Source: an optimization exercise on an open RTL-to-GDS flow (aim: small area). Production flows keep margins and buffers that such runs may drop. Function was checked by simulation only, so behaviour that the tests miss may differ from the original. No activity file was given, so power comes from the tool's default toggle rates.

// alu_datapath
module alu_datapath (
    input  wire        clk,
    input  wire        we,
    input  wire        mux_ctrl,
    input  wire [4:0]  rr1,
    input  wire [4:0]  rr2,
    input  wire [4:0]  wr,
    input  wire [31:0] write_data,
    input  wire [3:0]  op,
    input  wire [3:0]  shamount,
    input  wire        sign,
    output wire [31:0] result
);
Size in the first run: about 1500 cells after synthesis, about 310 flip-flops, ~91 I/O pins, ~17000 um^2 of cells after synthesis.
clock: 10.0 ns
lec_check: 0
cap_margin: 20
core_margin: 2
core_utilization: 40
slew_margin: 20
run.sh (not shown) runs the stock make flow with config.mk's settings and CLKGATE_MAP_FILE= SYNTH_SCRIPT=/design/flow/synth_recipe.tcl, a recipe that flattens the netlist after the stock synthesis.
The starting point produced a clean layout.
==> next run, changes <==
==> flow/flow/run.sh (new file) <==
#!/bin/bash
# Standard layout, except that ABC maps the logic with an area-oriented
# script (flow/area.abc) instead of ORFS's speed script. Everything else,
# registers included, comes from the standard synthesis and flow.
set -euo pipefail
W=$(pwd)
cat > "$W/own_synth.tcl" <<EOT
proc own_abc_script {n1 n2 op} {
  global abc_args
  set i [lsearch -exact \$abc_args -script]
  if {\$i >= 0} { lset abc_args [expr {\$i + 1}] {$W/flow/area.abc} }
}
trace add variable ::abc_args write own_abc_script
source {$W/synth_recipe.tcl}
EOT
bash "$W/standard.sh" "SYNTH_SCRIPT=$W/own_synth.tcl" finish > "$W/flow.log" 2>&1
==> flow/flow/area.abc (new file) <==
strash
&get -n
&dch -f
&nf -R 1000
&put
==> flow/standard.sh (new file) <==
#!/bin/bash
# synth_recipe.tcl (not shown) runs the flow's synth.tcl, then flattens the netlist and writes it again
# the make line also repeats each setting of config.mk as NAME=value (left out here)
make -C /OpenROAD-flow-scripts/flow DESIGN_CONFIG=/design/flow/config.mk WORK_HOME=/design/flow/orfs CLKGATE_MAP_FILE= SYNTH_SCRIPT=/design/flow/synth_recipe.tcl "${@:-finish}"
removed: flow/run.sh
Effect:
- sequential power stays flat
- critical path depth grows by 6
- sequential share of layout area goes up by 2.5 points
- non-clock buffer count climbs by 8
- design area fell by 5.4%
- routed wire length falls by 19%
==> next run, changes <==
==> flow/run.sh (new file) <==
#!/bin/bash
# synth_recipe.tcl (not shown) runs the flow's synth.tcl, then flattens the netlist and writes it again
# the make line also repeats each setting of config.mk as NAME=value (left out here)
make -C /OpenROAD-flow-scripts/flow DESIGN_CONFIG=/design/flow/config.mk WORK_HOME=/design/flow/orfs CLKGATE_MAP_FILE= SYNTH_SCRIPT=/design/flow/synth_recipe.tcl finish
--- a/flow/config.mk
+++ b/flow/config.mk
@@ -6,6 +6,8 @@
 export NUM_CORES = 4
 export LEC_CHECK = 0
-export CAP_MARGIN = 20
+export CAP_MARGIN = 5
 export CORE_MARGIN = 2
 export CORE_UTILIZATION = 40
-export SLEW_MARGIN = 20
+export CTS_BUF_LIST = sky130_fd_sc_hd__clkbuf_8
+export CTS_CLUSTER_SIZE = 30
+export SLEW_MARGIN = 5
removed: flow/flow/run.sh
removed: flow/flow/area.abc
removed: flow/standard.sh
Result:
- The new run passed the timing, DRC and antenna checks
- total power decreases slightly
- final area increases by a few percent
- worst setup slack improved by 0.27 ns
- sequential cell count does not change
- routed wire length increases by about a fifth
- non-clock buffer count decreases by 8
- clock-buffer cell count increases by 16
==> next run, changes <==
==> flow/config.mk (replaced) <==
export PLATFORM = sky130hd
export DESIGN_NAME = alu_datapath
export DESIGN_NICKNAME = alu_datapath
export VERILOG_FILES = /design/flow/design.v
export SDC_FILE = /design/flow/constraint.sdc
export NUM_CORES = 4
export LEC_CHECK = 0
export CAP_MARGIN = 20
export CORE_MARGIN = 2
export CORE_UTILIZATION = 60
export CTS_BUF_LIST = sky130_fd_sc_hd__clkbuf_4 sky130_fd_sc_hd__clkbuf_8
export PLACE_DENSITY = 0.75
export SLEW_MARGIN = 20
=>
- The changed run produced a clean layout
- critical path depth is unchanged
- sequential power stays flat
- design area fell by 1.6%
- combinational power fell by about 1%
- clock skew rose by 0.026 ns
- cell count fell by 7.8%
- non-clock buffer count fell by 4
- power fell by 2.2%
- routed wire length fell by 3.2%

## static timing again, ports no longer ideal
The results above use ideal ports. As a check the final layouts listed here were re-extracted and re-timed, cells and wires unchanged. Step 1 (the two cells are an assumption about what drives the block):
set clk [get_ports {clk}]
set_driving_cell -lib_cell sky130_fd_sc_hd__clkbuf_16 $clk
set_driving_cell -lib_cell sky130_fd_sc_hd__buf_2 [delete_from_list [all_inputs] $clk]
Step 2, shift: input delay + t, output delay - t, t = (earliest + latest rising clock arrival at the registers) / 2. This alone moves slack from input paths to output paths. a / b / c = ideal ports / drivers / drivers and shift; a / b = the first two.
| run | t (ns) | setup WS [ns] | hold WS [ns] |
|---|---|---|---|
| the first run | 0.601 | 0.721 / 0.699 / 0.699 | 0.539 / 0.539 / 0.539 |
| the second run | 0.585 | 0.406 / 0.379 / 0.379 | 0.546 / 0.546 / 0.546 |
| the third run | 0.671 | 0.680 / 0.658 / 0.658 | 0.539 / 0.539 / 0.539 |
| the fourth run | 0.648 | 0.460 / 0.433 / 0.433 | 0.536 / 0.536 / 0.536 |
After both steps setup and hold are still met in every run listed.
